What follows belongs to an exercise in optimizing a design on an open flow for small area, a short achievable clock period and few clock cycles; a production flow would make more cautious choices. Where RTL was checked, it was by simulation tests only, not by an equivalence proof against the original. Power is estimated from default activity; no workload was simulated.

==> inputs of sierra <==
## proc
module proc (
    clk, rst,
    imem_addr, imem_rd, imem_rdata,
    dmem_addr, dmem_wdata, dmem_wr, dmem_rd, dmem_rdata,
    wb_en, wb_reg, wb_data, st_en, st_addr, st_data, halt
    );
    input  wire        clk;
    input  wire        rst;
    output wire [15:0] imem_addr;
    output wire        imem_rd;
    input  wire [15:0] imem_rdata;
    output wire [15:0] dmem_addr;
    output wire [15:0] dmem_wdata;
    output wire        dmem_wr;
    output wire        dmem_rd;
    input  wire [15:0] dmem_rdata;
    output wire        wb_en;
    output wire [2:0]  wb_reg;
    output wire [15:0] wb_data;
    output wire        st_en;
    output wire [15:0] st_addr;
    output wire [15:0] st_data;
    output wire        halt;
    function stop_op;
        input [15:0] i;
        begin
            stop_op = (i[15:13] == 3'b001) | (i[15:11] == 5'b00000) |
                      ((i[15:13] == 3'b011) & (i[11] & ~i[12] | i[7]));
        end
    endfunction
    reg  [15:1] fa;               
    reg         issue;            
    reg         l1, l2;           
    reg         iv1, iv2;         
    reg  [1:0]  ib1, ib2;         
    reg         fstop;            
    reg  [15:0] q0, b0, b1, b2;
  ...
clock: 12.0 ns
lec_check: 0
abc_area: 1
cap_margin: 20
core_margin: 2
core_utilization: 40
slew_margin: 20
standard.sh (not shown) runs the stock make flow with config.mk's settings and CLKGATE_MAP_FILE= SYNTH_SCRIPT=/design/flow/synth_recipe.tcl, a recipe that flattens the netlist after the stock synthesis.
==> flow/flow/run.sh <==
#!/bin/bash
set -euo pipefail
bash standard.sh SETUP_SLACK_MARGIN=9 finish > make.log 2>&1
==> amber (differences from sierra) <==
--- a/flow/design.v
+++ b/flow/design.v
@@ -40,10 +40,11 @@
     reg  [1:0]  bc;               
     reg  [1:0]  rp, wp;           
     reg         mA_E, mA_M1, mA_M2, mA_M3, mB_E, mB_M1, mB_M2, mB_M3;
     reg  [15:1] pcd;              
     reg         dstop;            
+    reg         pcd_fa;           
     reg  [15:0] rf [0:7];
     reg  [7:0]  rfv;              
     reg         ev;
     reg  [15:0] eA, eB;
     reg  [7:0]  eimm;
@@ -167,15 +168,25 @@
     wire taken = (op[1:0] == 2'b00) ? dzero :
                  (op[1:0] == 2'b01) ? ~dzero :
                  (op[1:0] == 2'b10) ? dvalA[15] : ~dvalA[15];
     wire ctl_wait = (is_br | is_jrx) & ~availA;
     wire is_mem = is_ld | is_st | is_stu;
-    wire [1:0] dbank = dvalA[2:1] + ir[2:1] + {1'b0, dvalA[0] & ir[0]};
-    wire mem_wait = is_mem & (~availA |
-        (ev & (eld | est) & (ebk == dbank)) |
-        (m1v & (m1ld | m1st) & (m1res[2:1] == dbank)) |
-        (dv1 & (db1 == dbank)));
+    function [1:0] bk;
+        input [2:0] v;
+        begin
+            bk = v[2:1] + ir[2:1] + {1'b0, v[0] & ir[0]};
+        end
+    endfunction
+    wire [3:0] busyv = ({4{ev & (eld | est)}} & (4'b0001 << ebk)) |
+                       ({4{m1v & (m1ld | m1st)}} & (4'b0001 << m1res[2:1])) |
+                       ({4{dv1}} & (4'b0001 << db1));
+    wire [1:0] bkE = bk(e_early_val[2:0]), bk1 = bk(m1res[2:0]), bk2 = bk(m2res[2:0]),
+               bk3 = bk(m3res[2:0]), bkR = bk(rfA[2:0]);
+    wire [1:0] dbank = sA_E ? bkE : sA_M1 ? bk1 : sA_M2 ? bk2 : sA_M3 ? bk3 : bkR;
+    wire bconf = sA_E ? busyv[bkE] : sA_M1 ? busyv[bk1] : sA_M2 ? busyv[bk2] :
+                 sA_M3 ? busyv[bk3] : busyv[bkR];
+    wire mem_wait = is_mem & (~availA | bconf);
     wire [15:1] pc2 = pcd + 15'd1;
     wire [15:0] boff = is_br ? sx8 : {{5{ir[10]}}, ir[10:0]};
     wire [15:1] tga = is_jrx ? dvalA[15:1] : pc2;
     wire [15:1] tgb = is_jrx ? sx8[15:1] : boff[15:1];
     wire [15:1] dtgt = tga + tgb + {14'b0, is_jrx & dvalA[0] & ir[0]};
@@ -197,11 +208,19 @@
     assign imem_rd = issue;
     assign imem_addr = {fa, 1'b0};
     wire push = l2 & ~redirect;
     wire to_q0 = (bc == 2'd0) & (~qv | d_go);
     wire [15:0] bhead = (rp == 2'd0) ? b0 : (rp == 2'd1) ? b1 : b2;
-    wire [15:0] nq0 = d_go ? ((bc != 2'd0) ? bhead : imem_rdata) : (qv ? q0 : imem_rdata);
+    wire [15:0] nq0_go   = (bc != 2'd0) ? bhead : imem_rdata;
+    wire [15:0] nq0_nogo = qv ? q0 : imem_rdata;
+    wire [15:0] nq0 = d_go ? nq0_go : nq0_nogo;
+    wire [1:0] bc_go   = (bc == 2'd0) ? 2'd0 : bc - 2'd1 + {1'b0, l2};
+    wire [1:0] bc_nogo = bc + {1'b0, l2 & ~((bc == 2'd0) & ~qv)};
+    wire wp_inc_go   = l2 & (bc != 2'd0);
+    wire wp_inc_nogo = l2 & ~((bc == 2'd0) & ~qv);
+    wire [1:0] wp_next = (wp == 2'd2) ? 2'd0 : wp + 2'd1;
+    wire [1:0] rp_next = (rp == 2'd2) ? 2'd0 : rp + 2'd1;
     wire [15:1] fa_seq = issue ? fa + 15'd1 : fa;
     wire fstop_nr = (push & stop_op(imem_rdata)) ? 1'b1 :
                     (d_go & is_br) ? 1'b0 : fstop;
     wire [2:0] qc_go   = qc - 3'd1 + {2'b0, l2};
     wire [2:0] qc_nogo = qc + {2'b0, l2};
@@ -240,35 +259,37 @@
         q0 <= nq0;
         if (rst) begin
             mA_E <= 1'b0; mA_M1 <= 1'b0; mA_M2 <= 1'b0; mA_M3 <= 1'b0;
             mB_E <= 1'b0; mB_M1 <= 1'b0; mB_M2 <= 1'b0; mB_M3 <= 1'b0;
         end else begin
-            mA_E  <= d_go & dwr & (ddst == nq0[10:8]);
-            mA_M1 <= ev & ewr & (edst == nq0[10:8]);
-            mA_M2 <= m1v & m1wr & (m1dst == nq0[10:8]);
-            mA_M3 <= m2v & m2wr & (m2dst == nq0[10:8]);
-            mB_E  <= d_go & dwr & (ddst == nq0[7:5]);
-            mB_M1 <= ev & ewr & (edst == nq0[7:5]);
-            mB_M2 <= m1v & m1wr & (m1dst == nq0[7:5]);
-            mB_M3 <= m2v & m2wr & (m2dst == nq0[7:5]);
+            mA_E  <= d_go & dwr & (ddst == nq0_go[10:8]);
+            mA_M1 <= ev & ewr & (edst == (d_go ? nq0_go[10:8] : nq0_nogo[10:8]));
+            mA_M2 <= m1v & m1wr & (m1dst == (d_go ? nq0_go[10:8] : nq0_nogo[10:8]));
+            mA_M3 <= m2v & m2wr & (m2dst == (d_go ? nq0_go[10:8] : nq0_nogo[10:8]));
+            mB_E  <= d_go & dwr & (ddst == nq0_go[7:5]);
+            mB_M1 <= ev & ewr & (edst == (d_go ? nq0_go[7:5] : nq0_nogo[7:5]));
+            mB_M2 <= m1v & m1wr & (m1dst == (d_go ? nq0_go[7:5] : nq0_nogo[7:5]));
+            mB_M3 <= m2v & m2wr & (m2dst == (d_go ? nq0_go[7:5] : nq0_nogo[7:5]));
         end
         if (rst | redirect) begin
             qv <= 1'b0;
             bc <= 2'd0;
             rp <= 2'd0;
             wp <= 2'd0;
         end else begin
-            qv <= d_go ? ((bc != 2'd0) | push) : (qv | push);
-            bc <= bc + {1'b0, push & ~to_q0} - {1'b0, d_go & (bc != 2'd0)};
-            if (d_go & (bc != 2'd0)) rp <= (rp == 2'd2) ? 2'd0 : rp + 2'd1;
-            if (push & ~to_q0) wp <= (wp == 2'd2) ? 2'd0 : wp + 2'd1;
+            qv <= d_go ? ((bc != 2'd0) | l2) : (qv | l2);
+            bc <= d_go ? bc_go : bc_nogo;
+            if (d_go & (bc != 2'd0)) rp <= rp_next;
+            if (d_go ? wp_inc_go : wp_inc_nogo) wp <= wp_next;
         end
         if (rst) begin
             pcd <= 15'd0;
+            pcd_fa <= 1'b0;
             dstop <= 1'b0;
         end else begin
-            if (redirect) pcd <= rtarget;
+            pcd_fa <= redirect;
+            if (pcd_fa) pcd <= fa;
             else if (d_go) pcd <= pc2;
             if (d_go & is_halt) dstop <= 1'b1;
         end
         if (rst) ev <= 1'b0;
         else ev <= d_go;
==> flow/flow/run.sh (replaced) <==
#!/bin/bash
set -euo pipefail
bash standard.sh SETUP_SLACK_MARGIN=8.25 finish > make.log 2>&1
Settings changed: CTS_CLUSTER_DIAMETER set to 90, CTS_CLUSTER_SIZE set to 24.
==> comparison table <==
	sierra	amber
Run status	complete, no violations	complete, no violations
Routed metal-1 wirelength	39600 um	37500 um
Number of buffers and inverters on the critical path	6	4
Peak supply drop	0.000122 V	0.000111 V
Initial Util	40.6%	40.3%
Multi-input logic portion of the cell area	39.1%	41.7%
Aggregate routed wire length	95100 um	86100 um
Met2 GRT Util	47.5%	41.0%
Number of cells on the critical path	32	28
Placed Cells incl. Taps	3910	3989
PnR Total Power	7.98 mW	6.05 mW
Worst slack on hold paths	327 ps	331 ps
Switching fraction of total power	43.5%	45.9%
Testbench counts of sierra, summed over its fixed seeds: cycles 109,283.
Testbench counts of amber, summed over its fixed seeds: cycles 109,283.

========
==> job 9740 <==
Another version of the RTL of proc (not shown whole).
## proc
module proc (
    clk, rst,
    imem_addr, imem_rd, imem_rdata,
    dmem_addr, dmem_wdata, dmem_wr, dmem_rd, dmem_rdata,
    wb_en, wb_reg, wb_data, st_en, st_addr, st_data, halt
    );
export LEC_CHECK = 0
export ABC_AREA = 1
export CAP_MARGIN = 20
export CORE_MARGIN = 2
export CORE_UTILIZATION = 40
export SLEW_MARGIN = 20
create_clock -name core_clock -period 12.0 [get_ports {clk}]
==> flow/flow/run.sh <==
#!/bin/bash
set -euo pipefail
bash standard.sh SETUP_SLACK_MARGIN=8 finish > make.log 2>&1
==> job 4329: changes against job 9740 <==
--- a/flow/design.v
+++ b/flow/design.v
@@ -37,12 +37,14 @@
     reg         fstop;            
     reg  [15:0] q0, b0, b1, b2;
     reg         qv;               
     reg  [1:0]  bc;               
     reg  [1:0]  rp, wp;           
+    reg         mA_E, mA_M1, mA_M2, mA_M3, mB_E, mB_M1, mB_M2, mB_M3;
     reg  [15:1] pcd;              
     reg         dstop;            
+    reg         pcd_fa;           
     reg  [15:0] rf [0:7];
     reg  [7:0]  rfv;              
     reg         ev;
     reg  [15:0] eA, eB;
     reg  [7:0]  eimm;
@@ -149,63 +151,76 @@
     wire [15:0] sx8 = {{8{ir[7]}}, ir[7:0]};
     wire [15:0] zx8 = {8'b0, ir[7:0]};
     wire [15:0] dimm = (is_lbi | is_jrx) ? sx8 :
                        is_slbi ? zx8 :
                        ((op[4:1] == 4'b0101) | is_ish) ? zx5 : sx5;
-    function ldpend;
-        input [2:0] r;
-        begin
-            ldpend = (ev & eld & (edst == r)) | (m1v & m1ld & (m1dst == r)) |
-                     (m2v & m2ld & (m2dst == r));
-        end
-    endfunction
-    wire hazard = (useA & ldpend(rsA)) | (useB & ldpend(rsB));
+    wire hazard = (useA & ((mA_E & eld) | (mA_M1 & m1ld) | (mA_M2 & m2ld))) |
+                  (useB & ((mB_E & eld) | (mB_M1 & m1ld) | (mB_M2 & m2ld)));
     wire e_early = rs_imm | rs_slbi | rs_link;
     wire [15:0] e_early_val = rs_slbi ? {opA[7:0], eimm[7:0]} : rs_link ? eB : eimm16;
-    wire sA_E  = ev & ewr & (edst == rsA);
-    wire sA_M1 = m1v & m1wr & (m1dst == rsA);
-    wire sA_M2 = m2v & m2wr & (m2dst == rsA);
-    wire sA_M3 = m3w & (m3dst == rsA);
+    wire sA_E  = mA_E;
+    wire sA_M1 = mA_M1;
+    wire sA_M2 = mA_M2;
+    wire sA_M3 = mA_M3;
     wire [15:0] rfA = rfv[rsA] ? rf[rsA] : 16'h0000;
     wire availA = sA_E ? e_early : sA_M1 ? ~m1ld : sA_M2 ? ~m2ld : sA_M3 ? ~m3ld : 1'b1;
     wire [15:0] dvalA = sA_E ? e_early_val : sA_M1 ? m1res : sA_M2 ? m2res : sA_M3 ? m3res : rfA;
     wire dzero = (dvalA == 16'h0000);
     wire taken = (op[1:0] == 2'b00) ? dzero :
                  (op[1:0] == 2'b01) ? ~dzero :
                  (op[1:0] == 2'b10) ? dvalA[15] : ~dvalA[15];
     wire ctl_wait = (is_br | is_jrx) & ~availA;
     wire is_mem = is_ld | is_st | is_stu;
-    wire [1:0] dbank = dvalA[2:1] + ir[2:1] + {1'b0, dvalA[0] & ir[0]};
-    wire mem_wait = is_mem & (~availA |
-        (ev & (eld | est) & (ebk == dbank)) |
-        (m1v & (m1ld | m1st) & (m1res[2:1] == dbank)) |
-        (dv1 & (db1 == dbank)));
+    function [1:0] bk;
+        input [2:0] v;
+        begin
+            bk = v[2:1] + ir[2:1] + {1'b0, v[0] & ir[0]};
+        end
+    endfunction
+    wire [3:0] busyv = ({4{ev & (eld | est)}} & (4'b0001 << ebk)) |
+                       ({4{m1v & (m1ld | m1st)}} & (4'b0001 << m1res[2:1])) |
+                       ({4{dv1}} & (4'b0001 << db1));
+    wire [1:0] bkE = bk(e_early_val[2:0]), bk1 = bk(m1res[2:0]), bk2 = bk(m2res[2:0]),
+               bk3 = bk(m3res[2:0]), bkR = bk(rfA[2:0]);
+    wire [1:0] dbank = sA_E ? bkE : sA_M1 ? bk1 : sA_M2 ? bk2 : sA_M3 ? bk3 : bkR;
+    wire bconf = sA_E ? busyv[bkE] : sA_M1 ? busyv[bk1] : sA_M2 ? busyv[bk2] :
+                 sA_M3 ? busyv[bk3] : busyv[bkR];
+    wire mem_wait = is_mem & (~availA | bconf);
     wire [15:1] pc2 = pcd + 15'd1;
     wire [15:0] boff = is_br ? sx8 : {{5{ir[10]}}, ir[10:0]};
     wire [15:1] tga = is_jrx ? dvalA[15:1] : pc2;
     wire [15:1] tgb = is_jrx ? sx8[15:1] : boff[15:1];
     wire [15:1] dtgt = tga + tgb + {14'b0, is_jrx & dvalA[0] & ir[0]};
     wire d_go = dv & ~hazard & ~ctl_wait & ~mem_wait;
     wire redirect = d_go & (is_j | is_jal | is_jrx | (is_br & taken));
     wire [15:1] rtarget = dtgt;
     wire [15:0] rdA = sA_M3 ? m3val : rfA;
-    wire [15:0] rdB = (m3w & (m3dst == rsB)) ? m3val : (rfv[rsB] ? rf[rsB] : 16'h0000);
+    wire [15:0] rdB = mB_M3 ? m3val : (rfv[rsB] ? rf[rsB] : 16'h0000);
     wire m1wrv = m1v & m1wr;
     wire m2wrv = m2v & m2wr;
     wire [3:0] fA = ~useA ? 4'b1000 :
                     sA_E ? 4'b0001 :
                     sA_M1 ? 4'b0010 :
                     sA_M2 ? 4'b0100 : 4'b1000;
     wire [3:0] fB = ~useB ? 4'b1000 :
-                    (ev & ewr & (edst == rsB)) ? 4'b0001 :
-                    (m1wrv & (m1dst == rsB)) ? 4'b0010 :
-                    (m2wrv & (m2dst == rsB)) ? 4'b0100 : 4'b1000;
+                    mB_E ? 4'b0001 :
+                    mB_M1 ? 4'b0010 :
+                    mB_M2 ? 4'b0100 : 4'b1000;
     assign imem_rd = issue;
     assign imem_addr = {fa, 1'b0};
     wire push = l2 & ~redirect;
     wire to_q0 = (bc == 2'd0) & (~qv | d_go);
     wire [15:0] bhead = (rp == 2'd0) ? b0 : (rp == 2'd1) ? b1 : b2;
+    wire [15:0] nq0_go   = (bc != 2'd0) ? bhead : imem_rdata;
+    wire [15:0] nq0_nogo = qv ? q0 : imem_rdata;
+    wire [15:0] nq0 = d_go ? nq0_go : nq0_nogo;
+    wire [1:0] bc_go   = (bc == 2'd0) ? 2'd0 : bc - 2'd1 + {1'b0, l2};
+    wire [1:0] bc_nogo = bc + {1'b0, l2 & ~((bc == 2'd0) & ~qv)};
+    wire wp_inc_go   = l2 & (bc != 2'd0);
+    wire wp_inc_nogo = l2 & ~((bc == 2'd0) & ~qv);
+    wire [1:0] wp_next = (wp == 2'd2) ? 2'd0 : wp + 2'd1;
+    wire [1:0] rp_next = (rp == 2'd2) ? 2'd0 : rp + 2'd1;
     wire [15:1] fa_seq = issue ? fa + 15'd1 : fa;
     wire fstop_nr = (push & stop_op(imem_rdata)) ? 1'b1 :
                     (d_go & is_br) ? 1'b0 : fstop;
     wire [2:0] qc_go   = qc - 3'd1 + {2'b0, l2};
     wire [2:0] qc_nogo = qc + {2'b0, l2};
@@ -239,28 +254,42 @@
         if (l2) begin
             if (wp == 2'd0) b0 <= imem_rdata;
             if (wp == 2'd1) b1 <= imem_rdata;
             if (wp == 2'd2) b2 <= imem_rdata;
         end
-        if (d_go) q0 <= (bc != 2'd0) ? bhead : imem_rdata;
-        else if (~qv) q0 <= imem_rdata;
+        q0 <= nq0;
+        if (rst) begin
+            mA_E <= 1'b0; mA_M1 <= 1'b0; mA_M2 <= 1'b0; mA_M3 <= 1'b0;
+            mB_E <= 1'b0; mB_M1 <= 1'b0; mB_M2 <= 1'b0; mB_M3 <= 1'b0;
+        end else begin
+            mA_E  <= d_go & dwr & (ddst == nq0_go[10:8]);
+            mA_M1 <= ev & ewr & (edst == (d_go ? nq0_go[10:8] : nq0_nogo[10:8]));
+            mA_M2 <= m1v & m1wr & (m1dst == (d_go ? nq0_go[10:8] : nq0_nogo[10:8]));
+            mA_M3 <= m2v & m2wr & (m2dst == (d_go ? nq0_go[10:8] : nq0_nogo[10:8]));
+            mB_E  <= d_go & dwr & (ddst == nq0_go[7:5]);
+            mB_M1 <= ev & ewr & (edst == (d_go ? nq0_go[7:5] : nq0_nogo[7:5]));
+            mB_M2 <= m1v & m1wr & (m1dst == (d_go ? nq0_go[7:5] : nq0_nogo[7:5]));
+            mB_M3 <= m2v & m2wr & (m2dst == (d_go ? nq0_go[7:5] : nq0_nogo[7:5]));
+        end
         if (rst | redirect) begin
             qv <= 1'b0;
             bc <= 2'd0;
             rp <= 2'd0;
             wp <= 2'd0;
         end else begin
-            qv <= d_go ? ((bc != 2'd0) | push) : (qv | push);
-            bc <= bc + {1'b0, push & ~to_q0} - {1'b0, d_go & (bc != 2'd0)};
-            if (d_go & (bc != 2'd0)) rp <= (rp == 2'd2) ? 2'd0 : rp + 2'd1;
-            if (push & ~to_q0) wp <= (wp == 2'd2) ? 2'd0 : wp + 2'd1;
+            qv <= d_go ? ((bc != 2'd0) | l2) : (qv | l2);
+            bc <= d_go ? bc_go : bc_nogo;
+            if (d_go & (bc != 2'd0)) rp <= rp_next;
+            if (d_go ? wp_inc_go : wp_inc_nogo) wp <= wp_next;
         end
         if (rst) begin
             pcd <= 15'd0;
+            pcd_fa <= 1'b0;
             dstop <= 1'b0;
         end else begin
-            if (redirect) pcd <= rtarget;
+            pcd_fa <= redirect;
+            if (pcd_fa) pcd <= fa;
             else if (d_go) pcd <= pc2;
             if (d_go & is_halt) dstop <= 1'b1;
         end
         if (rst) ev <= 1'b0;
         else ev <= d_go;
Settings changed: ABC_AREA 1 to not set, CTS_CLUSTER_DIAMETER set to 90, CTS_CLUSTER_SIZE set to 24.
==> job 9172: changes against job 9740 <==
--- a/flow/design.v
+++ b/flow/design.v
@@ -37,10 +37,11 @@
     reg         fstop;            
     reg  [15:0] q0, b0, b1, b2;
     reg         qv;               
     reg  [1:0]  bc;               
     reg  [1:0]  rp, wp;           
+    reg         mA_E, mA_M1, mA_M2, mA_M3, mB_E, mB_M1, mB_M2, mB_M3;
     reg  [15:1] pcd;              
     reg         dstop;            
     reg  [15:0] rf [0:7];
     reg  [7:0]  rfv;              
     reg         ev;
@@ -149,24 +150,18 @@
     wire [15:0] sx8 = {{8{ir[7]}}, ir[7:0]};
     wire [15:0] zx8 = {8'b0, ir[7:0]};
     wire [15:0] dimm = (is_lbi | is_jrx) ? sx8 :
                        is_slbi ? zx8 :
                        ((op[4:1] == 4'b0101) | is_ish) ? zx5 : sx5;
-    function ldpend;
-        input [2:0] r;
-        begin
-            ldpend = (ev & eld & (edst == r)) | (m1v & m1ld & (m1dst == r)) |
-                     (m2v & m2ld & (m2dst == r));
-        end
-    endfunction
-    wire hazard = (useA & ldpend(rsA)) | (useB & ldpend(rsB));
+    wire hazard = (useA & ((mA_E & eld) | (mA_M1 & m1ld) | (mA_M2 & m2ld))) |
+                  (useB & ((mB_E & eld) | (mB_M1 & m1ld) | (mB_M2 & m2ld)));
     wire e_early = rs_imm | rs_slbi | rs_link;
     wire [15:0] e_early_val = rs_slbi ? {opA[7:0], eimm[7:0]} : rs_link ? eB : eimm16;
-    wire sA_E  = ev & ewr & (edst == rsA);
-    wire sA_M1 = m1v & m1wr & (m1dst == rsA);
-    wire sA_M2 = m2v & m2wr & (m2dst == rsA);
-    wire sA_M3 = m3w & (m3dst == rsA);
+    wire sA_E  = mA_E;
+    wire sA_M1 = mA_M1;
+    wire sA_M2 = mA_M2;
+    wire sA_M3 = mA_M3;
     wire [15:0] rfA = rfv[rsA] ? rf[rsA] : 16'h0000;
     wire availA = sA_E ? e_early : sA_M1 ? ~m1ld : sA_M2 ? ~m2ld : sA_M3 ? ~m3ld : 1'b1;
     wire [15:0] dvalA = sA_E ? e_early_val : sA_M1 ? m1res : sA_M2 ? m2res : sA_M3 ? m3res : rfA;
     wire dzero = (dvalA == 16'h0000);
     wire taken = (op[1:0] == 2'b00) ? dzero :
@@ -186,26 +181,27 @@
     wire [15:1] dtgt = tga + tgb + {14'b0, is_jrx & dvalA[0] & ir[0]};
     wire d_go = dv & ~hazard & ~ctl_wait & ~mem_wait;
     wire redirect = d_go & (is_j | is_jal | is_jrx | (is_br & taken));
     wire [15:1] rtarget = dtgt;
     wire [15:0] rdA = sA_M3 ? m3val : rfA;
-    wire [15:0] rdB = (m3w & (m3dst == rsB)) ? m3val : (rfv[rsB] ? rf[rsB] : 16'h0000);
+    wire [15:0] rdB = mB_M3 ? m3val : (rfv[rsB] ? rf[rsB] : 16'h0000);
     wire m1wrv = m1v & m1wr;
     wire m2wrv = m2v & m2wr;
     wire [3:0] fA = ~useA ? 4'b1000 :
                     sA_E ? 4'b0001 :
                     sA_M1 ? 4'b0010 :
                     sA_M2 ? 4'b0100 : 4'b1000;
     wire [3:0] fB = ~useB ? 4'b1000 :
-                    (ev & ewr & (edst == rsB)) ? 4'b0001 :
-                    (m1wrv & (m1dst == rsB)) ? 4'b0010 :
-                    (m2wrv & (m2dst == rsB)) ? 4'b0100 : 4'b1000;
+                    mB_E ? 4'b0001 :
+                    mB_M1 ? 4'b0010 :
+                    mB_M2 ? 4'b0100 : 4'b1000;
     assign imem_rd = issue;
     assign imem_addr = {fa, 1'b0};
     wire push = l2 & ~redirect;
     wire to_q0 = (bc == 2'd0) & (~qv | d_go);
     wire [15:0] bhead = (rp == 2'd0) ? b0 : (rp == 2'd1) ? b1 : b2;
+    wire [15:0] nq0 = d_go ? ((bc != 2'd0) ? bhead : imem_rdata) : (qv ? q0 : imem_rdata);
     wire [15:1] fa_seq = issue ? fa + 15'd1 : fa;
     wire fstop_nr = (push & stop_op(imem_rdata)) ? 1'b1 :
                     (d_go & is_br) ? 1'b0 : fstop;
     wire [2:0] qc_go   = qc - 3'd1 + {2'b0, l2};
     wire [2:0] qc_nogo = qc + {2'b0, l2};
@@ -239,12 +235,24 @@
         if (l2) begin
             if (wp == 2'd0) b0 <= imem_rdata;
             if (wp == 2'd1) b1 <= imem_rdata;
             if (wp == 2'd2) b2 <= imem_rdata;
         end
-        if (d_go) q0 <= (bc != 2'd0) ? bhead : imem_rdata;
-        else if (~qv) q0 <= imem_rdata;
+        q0 <= nq0;
+        if (rst) begin
+            mA_E <= 1'b0; mA_M1 <= 1'b0; mA_M2 <= 1'b0; mA_M3 <= 1'b0;
+            mB_E <= 1'b0; mB_M1 <= 1'b0; mB_M2 <= 1'b0; mB_M3 <= 1'b0;
+        end else begin
+            mA_E  <= d_go & dwr & (ddst == nq0[10:8]);
+            mA_M1 <= ev & ewr & (edst == nq0[10:8]);
+            mA_M2 <= m1v & m1wr & (m1dst == nq0[10:8]);
+            mA_M3 <= m2v & m2wr & (m2dst == nq0[10:8]);
+            mB_E  <= d_go & dwr & (ddst == nq0[7:5]);
+            mB_M1 <= ev & ewr & (edst == nq0[7:5]);
+            mB_M2 <= m1v & m1wr & (m1dst == nq0[7:5]);
+            mB_M3 <= m2v & m2wr & (m2dst == nq0[7:5]);
+        end
         if (rst | redirect) begin
             qv <= 1'b0;
             bc <= 2'd0;
             rp <= 2'd0;
             wp <= 2'd0;
==> job 7208: changes against job 9740 <==
--- a/flow/design.v
+++ b/flow/design.v
@@ -33,14 +33,12 @@
     reg         issue;            
     reg         l1, l2;           
     reg         iv1, iv2;         
     reg  [1:0]  ib1, ib2;         
     reg         fstop;            
-    reg  [15:0] q0, b0, b1, b2;
-    reg         qv;               
-    reg  [1:0]  bc;               
-    reg  [1:0]  rp, wp;           
+    reg  [15:0] q0, q1, q2, q3;
+    reg  [2:0]  qc;
     reg  [15:1] pcd;              
     reg         dstop;            
     reg  [15:0] rf [0:7];
     reg  [7:0]  rfv;              
     reg         ev;
@@ -113,12 +111,11 @@
         ({16{rs_slbi}} & {opA[7:0], eimm[7:0]}) |
         ({16{rs_set}}  & {15'b0, setv}) |
         ({16{rs_link}} & rB);
     wire [15:0] ir = q0;
     wire [4:0]  op = ir[15:11];
-    wire [2:0] qc = {1'b0, bc} + {2'b0, qv};
-    wire dv = qv & ~dstop;
+    wire dv = (qc != 3'd0) & ~dstop;
     wire is_rr    = (op == 5'b11011);                   
     wire is_rsh   = (op == 5'b11010);                   
     wire is_set   = (op[4:2] == 3'b111);                
     wire is_btr   = (op == 5'b11001);
     wire is_ia    = (op[4:2] == 3'b010);                
@@ -200,12 +197,10 @@
                     (m1wrv & (m1dst == rsB)) ? 4'b0010 :
                     (m2wrv & (m2dst == rsB)) ? 4'b0100 : 4'b1000;
     assign imem_rd = issue;
     assign imem_addr = {fa, 1'b0};
     wire push = l2 & ~redirect;
-    wire to_q0 = (bc == 2'd0) & (~qv | d_go);
-    wire [15:0] bhead = (rp == 2'd0) ? b0 : (rp == 2'd1) ? b1 : b2;
     wire [15:1] fa_seq = issue ? fa + 15'd1 : fa;
     wire fstop_nr = (push & stop_op(imem_rdata)) ? 1'b1 :
                     (d_go & is_br) ? 1'b0 : fstop;
     wire [2:0] qc_go   = qc - 3'd1 + {2'b0, l2};
     wire [2:0] qc_nogo = qc + {2'b0, l2};
@@ -234,27 +229,25 @@
             l2 <= l1 & ~redirect;
             iv1 <= issue; iv2 <= iv1;
             fstop <= redirect ? 1'b0 : fstop_nr;
         end
         ib1 <= fa[2:1]; ib2 <= ib1;
-        if (l2) begin
-            if (wp == 2'd0) b0 <= imem_rdata;
-            if (wp == 2'd1) b1 <= imem_rdata;
-            if (wp == 2'd2) b2 <= imem_rdata;
-        end
-        if (d_go) q0 <= (bc != 2'd0) ? bhead : imem_rdata;
-        else if (~qv) q0 <= imem_rdata;
         if (rst | redirect) begin
-            qv <= 1'b0;
-            bc <= 2'd0;
-            rp <= 2'd0;
-            wp <= 2'd0;
+            qc <= 3'd0;
+        end else begin
+            qc <= d_go ? qc_go : qc_nogo;
+        end
+        if (d_go) begin
+            q0 <= (l2 && qc == 3'd1) ? imem_rdata : q1;
+            q1 <= (l2 && qc == 3'd2) ? imem_rdata : q2;
+            q2 <= (l2 && qc == 3'd3) ? imem_rdata : q3;
+            q3 <= imem_rdata;
         end else begin
-            qv <= d_go ? ((bc != 2'd0) | push) : (qv | push);
-            bc <= bc + {1'b0, push & ~to_q0} - {1'b0, d_go & (bc != 2'd0)};
-            if (d_go & (bc != 2'd0)) rp <= (rp == 2'd2) ? 2'd0 : rp + 2'd1;
-            if (push & ~to_q0) wp <= (wp == 2'd2) ? 2'd0 : wp + 2'd1;
+            if (l2 && qc == 3'd0) q0 <= imem_rdata;
+            if (l2 && qc == 3'd1) q1 <= imem_rdata;
+            if (l2 && qc == 3'd2) q2 <= imem_rdata;
+            if (l2 && qc == 3'd3) q3 <= imem_rdata;
         end
         if (rst) begin
             pcd <= 15'd0;
             dstop <= 1'b0;
         end else begin
Settings changed: CORE_UTILIZATION 40 to 60.
==> summary.txt <==
STA
  – Tcrit/Tclk final: 0.349
  – Fmax: 0.238 GHz
  – Worst relative slew slack: 0.327

Synthesis
  – Leading area contributor after synthesis: dfxtp_1

Pwr
  – Seq pwr share: 0.259
  – PD cells: 314 nW/um2

Routing
  – Drt pass-1 iters: 9

Setup path
  – Crit path DAT: 4730 ps
  – Cell family with most CP delay: simple AND/OR/NAND/NOR gates

Final layout
  – Post-Layout Inst Area: approximately 29000 um2
  – Data buffer area share: 0.100
  – Final core utilization: 0.730
  – Seq_cells: 434

Worst hold path
  – Hold Crit Endpoint: m1halt
  – Worst hold start: ehalt

Floorplan
  – Die X: 205 um
  – Row cnt: between 70 and 80

Global route
  – Initial antenna violation count: 0
  – Pin count of the biggest net entering global routing: 81

Outcome
  – Status: timing/DRC/antenna clean
the above is filed under job 7208

==> summary.txt <==
STA
  – Fmax: 0.239 GHz
  – Worst relative slew slack: 0.300

Synthesis
  – Leading area contributor after synthesis: edfxtp_1

Setup path
  – Cell family with most CP delay: simple AND/OR/NAND/NOR gates
  – Crit path DAT: approximately 4700 ps

Floorplan
  – Die X: 250 um

Global route
  – Pin count of the biggest net entering global routing: between 70 and 80
  – Initial antenna violation count: 0

Final layout
  – Final core utilization: 0.500
  – Seq_cells: 438
  – Post-Layout Inst Area: 29700 um2

Pwr
  – PD cells: 189 nW/um2
  – Seq pwr share: 0.363

Worst hold path
  – Hold Crit Endpoint: m1halt

Routing
  – Drt pass-1 iters: 10

Outcome
  – Status: timing/DRC/antenna clean
the above is filed under job 9740

==> summary.txt <==
STA
  – WHS: 315 ps
  – Worst relative slew slack: 0.349
  – Fmax: 0.238 GHz

CTS
  – CTS clk-pin slew, worst paths: 60 ps

Synthesis
  – Leading area contributor after synthesis: edfxtp_1

Worst hold path
  – Worst hold start: m2halt
  – Hold Crit Endpoint: m3halt

Final layout
  – Seq_cells: between 400 and 500
  – Final core utilization: 0.498
  – Post-Layout Inst Area: between 20000 and 30000 um2

Global route
  – All-Layer GR Usage: 0.274
  – Pin count of the biggest net entering global routing: 92

Outcome
  – Status: timing/DRC/antenna clean

Setup path
  – Crit path DAT: 4740 ps
  – Cell family with most CP delay: simple AND/OR/NAND/NOR gates
  – RR Startpoint: mA_E

Pwr
  – Seq pwr share: 0.303
  – PD cells: between 200 and 250 nW/um2

Routing
  – Drt pass-1 iters: 6

Floorplan
  – Die X: around 250 um
the above is filed under job 9172

==> summary.txt <==
Outcome
  – Status: timing/DRC/antenna clean

Setup path
  – Cell family with most CP delay: multiplexers
  – RR Startpoint: q0[9]
  – Crit path DAT: 5080 ps

STA
  – Tcrit/Tclk final: 0.383
  – Fmax: between 0.2 and 0.25 GHz
  – Worst relative slew slack: 0.288

Final layout
  – Post-Layout Inst Area: roughly 28000 um2
  – Seq_cells: 441

Synthesis
  – Leading area contributor after synthesis: edfxtp_1
  – Synth warnings: 1
  – Post-Synth Simple-Gate Area: 0.126

Routing
  – Drt pass-1 iters: 7

Worst hold path
  – Hold Crit Endpoint: m1halt
  – Worst hold start: ehalt

Floorplan
  – Row cnt: 89

Global route
  – Initial antenna violation count: 1
  – Pin count of the biggest net entering global routing: 45

Place
  – HPWL after detailed placement: 57900 um

Pwr
  – Seq pwr share: 0.379
  – PD cells: 202 nW/um2
the above is filed under job 4329

Testbench counts of job 4329, summed over its fixed seeds: cycles 109,283.
Testbench counts of job 9172, summed over its fixed seeds: cycles 109,283.
Function not checked in job 9740 and job 7208: the RTL went through the layout flow alone.

## port drivers added, routing unchanged
The results above use ideal ports. As a check the final layouts listed here were re-extracted and re-timed, cells and wires unchanged. Step 1 sets driving cells, clkbuf_16 on the clock port and buf_2 on the other inputs (assumed; they add their load-dependent delay and slew). Step 2 also shifts input and output timing later by t, the mid clock arrival at the registers, as if the neighbouring blocks saw the same clock. Slacks: ideal / step 1 / step 2; pairs: ideal / step 1.
| run | t (ns) | slack for setup (ns) | latest minus earliest clock arrival (ns) | worst slew at a driven data input, ns |
|---|---|---|---|---|
| sierra | 0.662 | 7.837 / 7.837 / 7.741 | 0.036 / 0.036 | 0.04 |
| amber | 0.654 | 8.220 / 8.213 / 7.636 | 0.032 / 0.032 | 0.05 |
| job 9740 | 0.660 | 7.819 / 7.819 / 7.765 | 0.024 / 0.024 | 0.05 |
| job 4329 | 0.637 | 7.407 / 7.407 / 7.407 | 0.035 / 0.035 | 0.06 |
| job 9172 | 0.657 | 7.801 / 7.801 / 7.596 | 0.031 / 0.031 | 0.04 |
| job 7208 | 0.657 | 7.806 / 7.806 / 7.691 | 0.019 / 0.019 | 0.05 |
After both steps setup and hold are still met in every run listed. For amber, which loses most, drivers alone change the setup slack by -0.007 ns; drivers and shift together by -0.584 ns.
